Source: an optimization exercise on an open RTL-to-GDS flow (aim: small area). Production flows keep margins and buffers that such runs may drop. Function was checked by simulation only, so behaviour that the tests miss may differ from the original. Power is estimated from default activity; no workload was simulated.

## run.sh

```bash
#!/bin/bash
# synth_recipe.tcl (not shown) runs the flow's synth.tcl, then flattens the netlist and writes it again
# the make line also repeats each setting of config.mk as NAME=value (left out here)
make -C /OpenROAD-flow-scripts/flow DESIGN_CONFIG=/design/flow/config.mk WORK_HOME=/design/flow/orfs CLKGATE_MAP_FILE= SYNTH_SCRIPT=/design/flow/synth_recipe.tcl finish
```

## config.mk

```make
export PLATFORM = sky130hd
export DESIGN_NAME = ip_tile_daniel_garcia
export DESIGN_NICKNAME = ip_tile_daniel_garcia
export VERILOG_FILES = /design/flow/design.v
export SDC_FILE = /design/flow/constraint.sdc
export NUM_CORES = 4
export LEC_CHECK = 0
export CAP_MARGIN = 20
export CORE_MARGIN = 2
export CORE_UTILIZATION = 40
export SLEW_MARGIN = 20
```

## constraint.sdc

```tcl
create_clock -name core_clock -period 5.0 [get_ports {clk}]
set_input_delay 1.0000 -clock core_clock [delete_from_list [all_inputs] [get_ports {clk}]]
set_output_delay 1.0000 -clock core_clock [all_outputs]
set_load 0.01 [all_outputs]
```

## design.v

```verilog
module select_result #(parameter WIDTH = 32) (
  input [WIDTH-1:0] R_normal,
  input [2:0] exception_flag,
  input sign_a, sign_b,
  input [WIDTH-2:0] copied_operand,
  output reg [31:0] R
);
  localparam [2:0]
    FLAG_NONE          = 3'b000,
    FLAG_NAN           = 3'b001,
    FLAG_COPY_A        = 3'b010,
    FLAG_COPY_B        = 3'b011,
    FLAG_FIN_MIN_INF   = 3'b100,
    FLAG_ZERO_MIN_ZERO = 3'b101,
    FLAG_ZERO_MIN_SOME = 3'b110,
    FLAG_SUB_SAME_VAL  = 3'b111;
  always @(*) begin
    case (exception_flag)
      FLAG_NONE: R = R_normal;  
      FLAG_NAN: R = 32'h7FC00000;  
      FLAG_COPY_A: R = {sign_a, copied_operand};  
      FLAG_COPY_B: R = {sign_b, copied_operand};  
      FLAG_FIN_MIN_INF: R = {~sign_b, 8'hFF, 23'h0};  
      FLAG_ZERO_MIN_ZERO: R = {(sign_a & sign_b), 8'h00, 23'h0};  
      FLAG_ZERO_MIN_SOME: R = {(~sign_b), copied_operand};  
      FLAG_SUB_SAME_VAL: R = {(sign_a & sign_b), copied_operand};  
      default: R = R_normal;  
    endcase
  end
endmodule
module sign_logic #(parameter EXP_BITS = 8, parameter MANT_BITS = 23)(
    input clk,
    input arst_n,
    input sign_a,
    input sign_b,
    input [EXP_BITS-1:0] exp_a,
    input [EXP_BITS-1:0] exp_b,
    input [MANT_BITS-1:0] mantissa_a,
    input [MANT_BITS-1:0] mantissa_b,
    input operation_select,  
    output reg sign_r
);
    wire sign_b_op = operation_select ? ~sign_b : sign_b;
    always @(posedge clk or negedge arst_n) begin
        if (!arst_n)
            sign_r <= 0;
        else begin
            if (exp_a > exp_b)
                sign_r <= sign_a;
            else if (exp_a < exp_b)
                sign_r <= sign_b_op;
            else if (mantissa_a > mantissa_b)
                sign_r <= sign_a;
            else if (mantissa_a < mantissa_b)
                sign_r <= sign_b_op;
            else
                sign_r <= sign_a & sign_b_op;
        end
    end
endmodule
module normalize_rounder #(parameter WIDTH = 32) (
    input [26:0] result_mant, 
    input op, 
    input [7:0] exp_result,    
    input result_sign,
    input a_sign,
    input b_sign,
    input a_sign_scnd,
    input b_sign_scnd,
    input carry_out,
    input clk,
    input arst_n,
    output [31:0] R        
);
    reg result_sign_reg_1;
    reg [26:0] result_mant_reg;
    reg op_reg;
    reg [7:0] exp_result_reg;
    reg result_sign_reg;
    reg carry_out_reg;
    reg [4:0]shift;
    reg [7:0] final_exp;
    reg [22:0] final_mant;
    wire [22:0] mant1;
    wire [22:0] mant;
    wire [2:0] GRS;
    wire round;
    wire first_bit;
    wire [26:0] rounded_mant;
    reg lz_error;
    assign rounded_mant = (carry_out & ((a_sign ~^ (b_sign ^ op)))) ? ({1'b1, result_mant} >> 1) : result_mant;
    assign {first_bit, mant1, GRS} = rounded_mant;
    assign round = (GRS[2] & (GRS[1] | GRS[0] | mant1[0]));
    assign mant = mant1 + round;
    always @(posedge clk, negedge arst_n) begin
        if (!arst_n) begin
            lz_error <= 0;
            shift <= 0;
        end else begin
            shift <= 0;
            if (~first_bit) begin
                if (mant[22]) shift <= 1;
                else if (mant[21]) shift <= 2;
                else if (mant[20]) shift <= 3;
                else if (mant[19]) shift <= 4;
                else if (mant[18]) shift <= 5;
                else if (mant[17]) shift <= 6;
                else if (mant[16]) shift <= 7;
                else if (mant[15]) shift <= 8;
                else if (mant[14]) shift <= 9;
                else if (mant[13]) shift <= 10;
                else if (mant[12]) shift <= 11;
                else if (mant[11]) shift <= 12;
                else if (mant[10]) shift <= 13;
                else if (mant[9]) shift <= 14;
                else if (mant[8]) shift <= 15;
                else if (mant[7]) shift <= 16;
                else if (mant[6]) shift <= 17;
                else if (mant[5]) shift <= 18;
                else if (mant[4]) shift <= 19;
                else if (mant[3]) shift <= 20;
                else if (mant[2]) shift <= 21;
                else if (mant[1]) shift <= 22;
                else if (mant[0]) shift <= 23;
                else begin
                    shift <= 0;
                    lz_error <= 1;  
                end
            end    
        end
    end
    always @(posedge clk, negedge arst_n) begin
        if (!arst_n) begin
            result_sign_reg_1 <= 0;
            result_mant_reg <= 0;
            op_reg <= 0;
            exp_result_reg <= 0;
            carry_out_reg <= 0;
        end else begin
            result_mant_reg <= mant;
            op_reg <= op;
            exp_result_reg <= exp_result;
            result_sign_reg_1 <= result_sign;
            carry_out_reg <= carry_out;
        end
    end
    always @(posedge clk, negedge arst_n) begin
        if (!arst_n) begin
            final_mant <= 0;
            final_exp <= 0;
            result_sign_reg <= 0;
        end else begin
            final_mant <= result_mant_reg << shift;
            if (a_sign_scnd ~^ (b_sign_scnd ^ op_reg)) begin
                final_exp <= exp_result_reg + carry_out_reg;
            end else begin
                final_exp <= exp_result_reg - shift;
            end
            result_sign_reg <= result_sign_reg_1;
        end
    end
    assign R = {result_sign_reg, final_exp, final_mant};
endmodule
module mantissa_add_sub #(parameter MANTISSA_WIDTH = 23)(
	input clk,
	input arst_n,
	input [MANTISSA_WIDTH+3:0] man_a, 
  input [MANTISSA_WIDTH+3:0] man_b,
  input operation_select,  
  input ma_sign, mb_sign,
  output reg [MANTISSA_WIDTH+3:0] result,
  output reg carry_out
);
  always @(posedge clk, negedge arst_n)
		if (!arst_n) begin
			result <= 27'd0;
			carry_out <= 1'b0;
		end else begin
  		if (ma_sign ~^ (mb_sign ^ operation_select)) begin  
    		{carry_out, result} <= man_a + man_b;   
    end else begin
			if (man_a >= man_b) begin
				result <= man_a - man_b;
				carry_out <= 1'b0;
			end else begin
				result <= man_b - man_a;
				carry_out <= 1'b0;
  		end
  	end
	end
endmodule
module mantissa_shifter #(parameter MANTISSA_WIDTH = 23)(
    input clk,
    input arst_n,
    input [MANTISSA_WIDTH-1:0] ma,
    input [MANTISSA_WIDTH-1:0] mb,
    input [$clog2(MANTISSA_WIDTH + 4)-1:0] shift_spaces, 
    input [1:0] exp_disc,
    output reg [MANTISSA_WIDTH+3:0] mantissa_a_out,
    output reg [MANTISSA_WIDTH+3:0] mantissa_b_out
);
	localparam AGREATER = 2'b10;
	localparam BGREATER = 2'b00;
	localparam EQUAL = 2'b11;
	wire [MANTISSA_WIDTH+3:0] operand_a, operand_b;
	assign operand_a = {1'b1, ma, 3'b0};   
	assign operand_b = {1'b1, mb, 3'b0};   
	always @(posedge clk, negedge arst_n)
		if (!arst_n) begin
			mantissa_a_out <= 27'h0;
			mantissa_b_out <= 27'h0;
		end else begin
			case (exp_disc)
				AGREATER: begin 
					mantissa_a_out <= operand_a;
					mantissa_b_out <= operand_b >> shift_spaces;
				end 
				BGREATER: begin
            mantissa_b_out <= operand_b;
            mantissa_a_out <= operand_a >> shift_spaces;
        end
        EQUAL: 
            begin 
            mantissa_a_out <= operand_a;
            mantissa_b_out <= operand_b;
        end
        default: begin 
            mantissa_a_out <= operand_a;
            mantissa_b_out <= operand_b;
        end
    endcase
	end
endmodule
module delay_chain #(parameter WIDTH = 1, STAGES = 2) (
    input clk,
    input arst_n,
    input [WIDTH-1:0] d,
    output [WIDTH-1:0] q
);
    reg [WIDTH-1:0] stage[0:STAGES-1];
    integer i;
    always @(posedge clk or negedge arst_n) begin
        if (!arst_n) begin
            for (i = 0; i < STAGES; i = i + 1)
                stage[i] <= 0;
        end else begin
            stage[0] <= d;
            for (i = 1; i < STAGES; i = i + 1)
                stage[i] <= stage[i-1];
        end
    end
    assign q = stage[STAGES-1];
endmodule
module exponent_sub #(parameter EXP_WIDTH = 8, MANT_WIDTH = 23)(
  input clk,
  input arst_n,
  input [EXP_WIDTH-1:0] exp_a, exp_b,
  output reg  [$clog2(MANT_WIDTH + 4)-1:0] shift_spaces,
  output reg [1:0] exp_disc,
  output reg [EXP_WIDTH-1:0] exp_value
);
  always @(posedge clk, negedge arst_n) begin
    if (!arst_n) begin
      exp_value <= 0;
      exp_disc <= 0;
      shift_spaces <= 0;
    end else begin
      if (exp_a > exp_b) begin
        exp_disc <= 2'b10;
        exp_value <= exp_a;
        shift_spaces <= (exp_a - exp_b > 31) ? 5'd31 : (exp_a - exp_b);
      end else if (exp_a < exp_b) begin
        exp_disc <= 2'b00;
        exp_value <= exp_b;
        shift_spaces <= (exp_b - exp_a > 31) ? 5'd31 : (exp_b - exp_a);
      end else begin
        exp_disc <= 2'b11;
        exp_value <= exp_a;
        shift_spaces <= 0;
      end
    end
  end
endmodule
module d_ff #(parameter WIDTH = 32)
(
  input clk,
  input arst_n,
  input [WIDTH-1:0] d,
  output reg [WIDTH-1:0] q
);
  always @(posedge clk or negedge arst_n) begin
    if (!arst_n) begin
      q <= {WIDTH{1'b0}};
    end else begin
      q <= d;
    end
  end
endmodule
module exception_block #(parameter WIDTH = 32, EXP_BITS = 8, MANT_BITS = 23) (
  input clk,
  input arst_n,
  input [WIDTH-1:0] a,
  input [WIDTH-1:0] b,
  input operation_select,
  output reg [2:0] exception_flag,
  output reg [WIDTH-2:0] copied_operand
);
  wire [EXP_BITS-1:0] a_exp = a[WIDTH-2:MANT_BITS];  
  wire [EXP_BITS-1:0] b_exp = b[WIDTH-2:MANT_BITS];
  wire [MANT_BITS-1:0] a_frac = a[MANT_BITS-1:0];
  wire [MANT_BITS-1:0] b_frac = b[MANT_BITS-1:0];
  wire a_zero = (a_exp == 0 && a_frac == 0);
  wire b_zero = (b_exp == 0 && b_frac == 0);
  wire a_inf  = (a_exp == 8'hFF && a_frac == 0);
  wire b_inf  = (b_exp == 8'hFF && b_frac == 0);
  wire a_nan  = (a_exp == 8'hFF && a_frac != 0);
  wire b_nan  = (b_exp == 8'hFF && b_frac != 0);
  wire a_sign = a[WIDTH-1];
  wire b_sign = b[WIDTH-1];
  localparam [2:0]
    FLAG_NONE          = 3'b000,
    FLAG_NAN           = 3'b001,
    FLAG_COPY_A        = 3'b010,
    FLAG_COPY_B        = 3'b011,
    FLAG_FIN_MIN_INF   = 3'b100,
    FLAG_ZERO_MIN_ZERO = 3'b101,     
		FLAG_ZERO_MIN_SOME = 3'b110,
    FLAG_SUB_SAME_VAL  = 3'b111;
	always @(posedge clk or negedge arst_n) begin
  	if (!arst_n) begin
    	exception_flag <= 3'b000;  
    	copied_operand <= {(WIDTH-1){1'b0}};  
    end else begin   
      exception_flag <= FLAG_NONE;  
      copied_operand <= {(WIDTH-1){1'b0}};  
      if (a_nan || b_nan) begin  
      	exception_flag <= FLAG_NAN;
      end else if (a_inf && b_inf) begin
      	if ((~operation_select && a_sign == b_sign) || (operation_select && a_sign == ~b_sign)) begin
        	exception_flag <= FLAG_COPY_A;
          copied_operand <= {a_exp, a_frac};
        end else begin
          exception_flag <= FLAG_NAN;
        end
		  end else if (a_inf && !b_inf) begin  
      	exception_flag <= FLAG_COPY_A;
      	copied_operand <= {a_exp, a_frac};  
      end else if (b_inf && !a_inf) begin  
        if (operation_select) begin  
          exception_flag <= FLAG_FIN_MIN_INF;
        end else begin  
          exception_flag <= FLAG_COPY_B;
         	copied_operand <= {b_exp, b_frac};  
        end
		  end else if (a_zero && b_zero) begin  
        exception_flag <= FLAG_ZERO_MIN_ZERO;
      end else if (a_zero) begin  
        if (operation_select) begin
          exception_flag <= FLAG_ZERO_MIN_SOME;  
          copied_operand <= {b_exp, b_frac};  
		  	end else begin
          exception_flag <= FLAG_COPY_B;  
          copied_operand <= {b_exp, b_frac};  
        end
			end else if (b_zero) begin  
        exception_flag <= FLAG_COPY_A;  
        copied_operand <= {a_exp, a_frac};  
      end else if (({a_sign, a_exp, a_frac} == {b_sign, b_exp, b_frac} && operation_select) || 
                  ({a_exp, a_frac} == {b_exp, b_frac} && (a_sign == ~b_sign) && (~operation_select))) begin
        exception_flag <= FLAG_SUB_SAME_VAL;  
        copied_operand <= {(WIDTH-1){1'b0}};  
      end else begin
         exception_flag <= FLAG_NONE;  
      end
		end
  end
endmodule
module add_sub_main #(parameter WIDTH = 32, EXP_BITS = 8, MANT_BITS = 23)(
    input en,
    input [WIDTH-1:0] a,
    input [WIDTH-1:0] b,
    input operation_select,
    input clk,
    input arst_n,
    output [WIDTH-1:0] data_reg_c 
);
    wire [WIDTH-1:0] R;
    wire [WIDTH-1:0] a_en, b_en;
    assign a_en = en ? a : 0;
    assign b_en = en ? b : 0;
    wire [EXP_BITS-1:0] a_exp = a_en[WIDTH-2:MANT_BITS];
    wire [EXP_BITS-1:0] b_exp = b_en[WIDTH-2:MANT_BITS];
    wire [MANT_BITS-1:0] a_frac = a_en[MANT_BITS-1:0];
    wire [MANT_BITS-1:0] b_frac = b_en[MANT_BITS-1:0];
    wire a_sign = a_en[WIDTH-1];
    wire b_sign = b_en[WIDTH-1];
    wire [4:0] shift_spaces;
    wire [1:0] exp_disc;
    wire [MANT_BITS+3:0] mantissa_a_shifted;
    wire [MANT_BITS+3:0] mantissa_b_shifted;
    wire [EXP_BITS-1:0] exp_value;
    wire result_sign;
    wire [MANT_BITS+3:0] mantissa_result;
    wire carry_out;
    wire [2:0] exception_flag;
    wire [WIDTH-2:0] copied_operand;
    wire [WIDTH-1:0] normal_result;
    wire [MANT_BITS-1:0] a_frac_dlyd;
    wire [MANT_BITS-1:0] b_frac_dlyd;
    d_ff #(.WIDTH(MANT_BITS)) in_man_shift_man_a (
        .clk(clk),
        .arst_n(arst_n),
        .d(a_frac),
        .q(a_frac_dlyd)
    );
    d_ff #(.WIDTH(MANT_BITS)) in_man_shift_man_b (
        .clk(clk),
        .arst_n(arst_n),
        .d(b_frac),
        .q(b_frac_dlyd)
    );
    wire operation_select_dlyd_2;
    wire a_sign_dlyd_1, a_sign_dlyd_2;
    wire b_sign_dlyd_1, b_sign_dlyd_2;
    delay_chain #(.WIDTH(1), .STAGES(2)) op_sel_dly (
        .clk(clk),
        .arst_n(arst_n),
        .d(operation_select),  
        .q(operation_select_dlyd_2)
    );
    delay_chain #(.WIDTH(1), .STAGES(2)) a_sign_dly_1_2 (
        .clk(clk),
        .arst_n(arst_n),
        .d(a_sign),
        .q(a_sign_dlyd_2)
    );
    delay_chain #(.WIDTH(1), .STAGES(2)) b_sign_dly_1_2 (
        .clk(clk),
        .arst_n(arst_n),
        .d(b_sign),
        .q(b_sign_dlyd_2)
    );
    wire operation_select_dlyd_3;
    wire [EXP_BITS-1:0] exp_value_dlyd_3;
    d_ff #(.WIDTH(1)) operation_select_dly_3 (
        .clk(clk),
        .arst_n(arst_n),
        .d(operation_select_dlyd_2),
        .q(operation_select_dlyd_3)
    );
    delay_chain #(.WIDTH(EXP_BITS), .STAGES(2)) exp_value_dly_1_3 (
        .clk(clk),
        .arst_n(arst_n),
        .d(exp_value),
        .q(exp_value_dlyd_3)
    );
    wire [2:0] exception_flag_dlyd_5;
    wire [WIDTH-2:0] copied_operand_dlyd_5;
    wire a_sign_dlyd_3, a_sign_dlyd_4, a_sign_dlyd_5;
    wire b_sign_dlyd_3, b_sign_dlyd_4, b_sign_dlyd_5;
    wire exception_flag_dlyd_1;
    delay_chain #(.WIDTH(3), .STAGES(4)) exception_flag_dly (
        .clk(clk),
        .arst_n(arst_n),
        .d(exception_flag),
        .q(exception_flag_dlyd_5)
    );
    delay_chain #(.WIDTH(WIDTH-1), .STAGES(4)) copied_operand_dly (
        .clk(clk),
        .arst_n(arst_n),
        .d(copied_operand),
        .q(copied_operand_dlyd_5)
    );
    d_ff #(.WIDTH(1)) a_sign_dly_3 (
        .clk(clk),
        .arst_n(arst_n),
        .d(a_sign_dlyd_2),
        .q(a_sign_dlyd_3)
    );
    d_ff #(.WIDTH(1)) a_sign_dly_4 (
        .clk(clk),
        .arst_n(arst_n),
        .d(a_sign_dlyd_3),
        .q(a_sign_dlyd_4)
    );
    d_ff #(.WIDTH(1)) a_sign_dly_5 (
        .clk(clk),
        .arst_n(arst_n),
        .d(a_sign_dlyd_4),
        .q(a_sign_dlyd_5)
    );
    d_ff #(.WIDTH(1)) b_sign_dly_3 (
        .clk(clk),
        .arst_n(arst_n),
        .d(b_sign_dlyd_2),
        .q(b_sign_dlyd_3)
    );
    d_ff #(.WIDTH(1)) b_sign_dly_4 (
        .clk(clk),
        .arst_n(arst_n),
        .d(b_sign_dlyd_3),
        .q(b_sign_dlyd_4)
    );
    d_ff #(.WIDTH(1)) b_sign_dly_5 (
        .clk(clk),
        .arst_n(arst_n),
        .d(b_sign_dlyd_4),
        .q(b_sign_dlyd_5)
    );
    wire result_sign_dlyd_2, result_sign_dlyd_3;
    d_ff #(.WIDTH(1)) result_sign_dly_2 (
        .clk(clk),
        .arst_n(arst_n),
        .d(result_sign),
        .q(result_sign_dlyd_2)
    );
      d_ff #(.WIDTH(1)) result_sign_dly_3 (
        .clk(clk),
        .arst_n(arst_n),
        .d(result_sign_dlyd_2),
        .q(result_sign_dlyd_3)
    );      
    exception_block #(.WIDTH(WIDTH), .EXP_BITS(EXP_BITS), .MANT_BITS(MANT_BITS)) except_inst (
        .clk(clk),
        .arst_n(arst_n),
        .a(a_en),
        .b(b_en),
        .operation_select(operation_select),  
        .exception_flag(exception_flag),
        .copied_operand(copied_operand)
    );
    sign_logic sign_logic_inst (
        .clk(clk),
        .arst_n(arst_n),
        .sign_a(a_sign),
        .sign_b(b_sign),
        .exp_a(a_exp),
        .exp_b(b_exp),
        .mantissa_a(a_frac),
        .mantissa_b(b_frac),
        .operation_select(operation_select),
        .sign_r(result_sign)
    );
    exponent_sub #(.EXP_WIDTH(EXP_BITS)) exp_sub_inst (
        .clk(clk),
        .arst_n(arst_n),
        .exp_a(a_exp),
        .exp_b(b_exp),
        .shift_spaces(shift_spaces),
        .exp_disc(exp_disc),
        .exp_value(exp_value)
    );
    mantissa_shifter #(.MANTISSA_WIDTH(MANT_BITS)) man_shift_inst (
        .clk(clk),
        .arst_n(arst_n),
        .ma(a_frac_dlyd),
        .mb(b_frac_dlyd),
        .shift_spaces(shift_spaces),
        .exp_disc(exp_disc),
        .mantissa_a_out(mantissa_a_shifted),
        .mantissa_b_out(mantissa_b_shifted)
    );
    mantissa_add_sub #(.MANTISSA_WIDTH(MANT_BITS)) mant_add_sub_inst (
        .clk(clk),
        .arst_n(arst_n),
        .man_a(mantissa_a_shifted),
        .man_b(mantissa_b_shifted),
        .operation_select(operation_select_dlyd_2),
        .ma_sign(a_sign_dlyd_2),
        .mb_sign(b_sign_dlyd_2),
        .result(mantissa_result),
        .carry_out(carry_out)
    );
    normalize_rounder #(.WIDTH(WIDTH)) norm_round_inst (
        .result_mant(mantissa_result),
        .op(operation_select_dlyd_3),
        .exp_result(exp_value_dlyd_3),
        .a_sign(a_sign_dlyd_3), 
        .b_sign(b_sign_dlyd_3),
        .a_sign_scnd(a_sign_dlyd_4),  
        .b_sign_scnd(b_sign_dlyd_4),
        .result_sign(result_sign_dlyd_3),
        .carry_out(carry_out),
        .clk(clk),
        .arst_n(arst_n),
        .R(normal_result)
    );
    select_result #(.WIDTH(WIDTH)) sel_result_inst (
        .R_normal(normal_result),
        .exception_flag(exception_flag_dlyd_5),
        .sign_a(a_sign_dlyd_5),
        .sign_b(b_sign_dlyd_5),
        .copied_operand(copied_operand_dlyd_5),
        .R(R)
    );
    reg [WIDTH-1:0] data_reg_c_r;
    reg [4:0] en_r;
    always @(posedge clk or negedge arst_n) begin
        if(!arst_n)
            en_r <= 5'd0;
        else
            en_r <= {en_r[3:0], en};
    end
    always @(posedge clk or negedge arst_n) begin
        if(!arst_n)
            data_reg_c_r <= 5'd0;
        else
            if(en_r[4])
                data_reg_c_r <= R;
	end
	assign data_reg_c = data_reg_c_r;
endmodule
module ip_tile_daniel_garcia #(
parameter REG_WIDTH = 32,
parameter CSR_IN_WIDTH = 16,
parameter CSR_OUT_WIDTH = 16)
(
input wire clk,
input wire arst_n,
input wire [CSR_IN_WIDTH-1:0] csr_in,
input wire  [REG_WIDTH - 1:0] data_reg_a,
input wire  [REG_WIDTH - 1:0] data_reg_b,
output wire [REG_WIDTH - 1:0] data_reg_c,
output wire [CSR_OUT_WIDTH-1:0] csr_out,
output wire csr_in_re,
output wire csr_out_we
); 
  assign csr_out = csr_in;
  assign csr_in_re = 1'b0;
  assign csr_out_we = 1'b0;
  add_sub_main top_module (
    .en(csr_in[15]),
    .a(data_reg_a), 
    .b(data_reg_b),
    .operation_select(csr_in[4]),
    .clk(clk),
    .arst_n(arst_n),
    .data_reg_c(data_reg_c)
  );
endmodule
```

==> impl_metrics.toml <==
[sta]
layout_worst_path_cycle_share_pct = 82.02
rsz0062_at_grt = "false"
slew_headroom_pct = 30.13
finalSetupViolCount = 0
fin_setup_tns_ps = 0
tightest_slew_ps = 1048
slew_viol_final = 0
hold_viol = 0
fin_crit_ps = 4101
skew_ps = 32.82
fmax_mhz = 243.8

[cells_and_area]
fillers = 5635
syn2layout_area_growth_pct = 13.08
stdcell_count = 3326
fin_nets = 2721
drive_above_1_share_pct = 7.983
top_register = "top_module.copied_operand_dly.stage"
largest_reg_flops = 124
reg_top3 = "top_module.copied_operand_dly.stage x124, top_module.data_reg_c_r x32, top_module.except_inst.copied_operand x31"

[routing]
finalWirelength_um = 69260
viasPerCell = 5.621
firstDrtPassIters = 5
routed-via-count = 18700
drt_iter0_markers = 1645
ant_nets = 0
drc = 0
wire_per_inst_um = 20.82

[worst_setup_path]
critPathArrivalTime_ps = 4600
r2r_slack_ps = 900
critPathKind = "flip-flop to flip-flop"
rr_startpoint = "top_module.operation_select_dly_3.q$_DFF_PN0_"
required_ps = 5500
r2r.worst_path.cells = 13
cp-startpoint = "top_module.operation_select_dly_3.q$_DFF_PN0_"
cp-end-kind = "flip-flop"
cp-start-kind = "flip-flop"
worst-path-max-fanout = 28
r2r-end = "top_module.norm_round_inst.shift[4]$_DFF_PN0_"

[synthesis]
synthTopCellsByCount = "dfrtp_1 (453), nor2_1 (241), nand2_1 (206)"
ys_seq_elements = 453
syn_area_um2 = 24310
synth_top_cell_area_share_pct = 46.63
synthArstFlopShare_pct = 100.0
synth_warnings = 18
synthTopCellsByArea = "dfrtp_1 (47%), ha_1 (6.6%), a21oi_1 (4.1%)"
ys_seq_area_share_pct = 46.63
ys_types = 92
syn_inst = 2494
syn_avg_cell_area_um2 = 9.748
yosysMostFrequentCell = "dfrtp_1"
yosysTopAreaCell = "dfrtp_1"
synth-edff-count = 0
synth_ff_type = "dfrtp_1"

[clocking]
clkTransAtPathRegs_ps = 60
cts_root_buf = "clkbuf_16"
clockBufferDepth = 3
cts_tree = "yes"
cts_made_buffers = 47
cts_max_level = 2
post_cts_buffers = 0
clock_latency_ps = 600
clock-sinks = 453
cts.repair.resized = 0
ctsHoldBuffers = 0

[min_path]
hold_path_depth = 0
hp-class = "flip-flop to flip-flop"
worstHoldStart = "top_module.exp_sub_inst.exp_value[7]$_DFF_PN0_"
hold_path_end = "top_module.exp_value_dly_1_3.stage[0][7]$_DFF_PN0_"

[pwr]
irDropWorstVdd_mv = 0.2601
leakagePower_nw = 12.50
power-per-cell-area_nw_per_um2 = 442.1

[global_routing]
grt_start_max_net_pins = 143
antenna_found_initial = 5
grt_pass1_wl_um = 107900
grt_pass1_vias = 18550
track_usage_pct = 21.92
overflow = 0

[placed_design]
place_inst = 3236
portBuffers = 101
place.gp.congestion = 0.9479
dp_hpwl_um = 52880

[floorplan]
fp.dieH_um = 250.5
core.rowCount = 90
die_area_um2 = 62770
die_w_um = 250.5
ioPinCount = 132
core-area_um2 = 60250
start_util_pct = 40.36

[run]
max-cap-violations = 0

[run_status]
outcome = "finished clean"
## metal layers
layer,up-vias,part of all wire [%],track usage (%)
met3,145,5.2,2.608
met2,653,46,35.20
met1,9135,45,30.43
met4,2,4.0,8.417
li1,8762,-,-
met5,-,0.017,0
## report_power, final
group          leakage (nW)  internal (mW)  switching (mW)
logic                  5.93           1.53            2.27
clock network         0.799           2.11            1.48
registers              5.77           4.23           0.521
## cell families (layout without fill, tap and decap cells)
kind of cell | count (synthesis) | count (layout) | share of synthesized area (%)
xor gates and xnor gates | 77 | 77 | 2.903
AOI/OAI and AO/OA | 682 | 682 | 18.51
other | 1 | 3 | 0.01542
muxes | 109 | 109 | 5.743
buffers and inverters | 329 | 377 | 5.656
DFF | 453 | 453 | 46.63
adders and majority gates | 134 | 134 | 7.082
and+or+nand+nor | 709 | 709 | 13.47
## worst max-delay path by stage
| stage | to | slack, ps | cells past startpoint |
|---|---|---|---|
| 6_report | top_module.norm_round_inst.shift[4]$_DFF_PN0_ | 900 | 13 |
| 5_1_grt | top_module.norm_round_inst.shift[4]$_DFF_PN0_ | 620 | 13 |
| 4_1_cts | top_module.norm_round_inst.shift[4]$_DFF_PN0_ | 890 | 13 |
| 3_5_place_dp | top_module.exp_sub_inst.exp_value[4]$_DFF_PN0_ | 830 | 13 |
| 3_3_place_gp | top_module.exp_sub_inst.exp_value[2]$_DFF_PN0_ | 880 | 14 |
| 2_1_floorplan | top_module.exp_sub_inst.exp_value[6]$_DFF_PN0_ | 860 | 18 |
## worst max-delay path: stages, from the launching register on
cell and delay [ps]:
dfrtp_1 410, xnor3_2 530, nand2_2 350, o21ai_0 310, ha_1 260, and4_1 320, nand3_1 210, a221oi_4 370
nor2b_1 230, a21oi_1 110, o211ai_2 160, o21ai_1 120, or3_4 380, nor4_2 230
## layout make-up
cell class	count	area, um2	area share [%]
diodes	1	2.502	0.009102
well taps	782	978.4	3.559
inverters	163	611.8	2.226
clock inverters	23	311.5	1.133
repair buffers	127	1276	4.642
flip-flops and latches	453	11340	41.25
clock buffers	64	1340	4.874
multi-input cells	1713	11630	42.31
## stage by stage
stage | total power [mW] | setup WS, ps | util [%] | hold WS, ps | area (um2)
3_5_place_dp | 8.563 | 828.7 | 42.83 | 334.7 | 25800
5_1_grt | 12.87 | 621.7 | 45.63 | 338.1 | 27490
3_3_place_gp | 8.506 | 877.0 | 42.83 | 334.6 | 25800
2_1_floorplan | 7.388 | 861.4 | - | 331.2 | 24320
4_1_cts | 12.20 | 887.0 | 45.57 | 328.5 | 27450
6_report | 12.15 | 898.9 | 45.63 | 335.0 | 27490
## cells in the final DEF (no fill, tap or decap), drive strengths merged, types with 9 or more instances in the layout
| master | n |
|---|---|
| nor2b | 21 |
| o22ai | 12 |
| inv | 163 |
| nand4 | 28 |
| mux4 | 22 |
| o21ai | 146 |
| a311oi | 10 |
| buf | 28 |
| a22oi | 55 |
| xnor2 | 47 |
| dfrtp | 453 |
| xor2 | 28 |
| a31oi | 9 |
| clkdlybuf4s50 | 99 |
| a21oi | 202 |
| o211ai | 17 |
| or2 | 11 |
| ha | 128 |
| a21o | 24 |
| o21bai | 15 |
| and2 | 37 |
| nor2 | 242 |
| o31ai | 17 |
| o221ai | 10 |
| clkbuf | 64 |
| mux2 | 24 |
| o21a | 23 |
| nand2 | 207 |
| mux2i | 63 |
| nor3 | 40 |
| nand3 | 38 |
| a22o | 28 |
| and3 | 20 |
| clkinv | 15 |
| nor4 | 24 |
| or3 | 12 |
| a211oi | 45 |
| nand2b | 16 |

==> afterwards: timing with drivers on the ports <==
The results above use ideal ports. As a check the final layout listed here was re-extracted and re-timed, cells and wires unchanged. Step 1: set_driving_cell puts a clkbuf_16 on clk and a buf_2 on each other input, an assumption about the parent block. Step 2 adds t to the input delays and takes it off the output delays; t is the mean of the earliest and latest rising clock arrival at the registers after step 1. Input paths then give back, and output paths get back, about the clock's delay inside the block. Slacks: ideal ports / drivers / drivers and shift; pairs: ideal ports / drivers.
t (ns): 0.643
slack for setup (ns): 0.899 / 0.899 / 0.750
hold WS [ns]: 0.335 / 0.335 / 0.335
worst register clock-pin slew, ns: 0.07 / 0.07
cell pins on the clock port's net: 1
After both steps this run still meets setup and hold. The setup slack of this run moves by 0.000 ns with the drivers and by -0.149 ns with both steps.
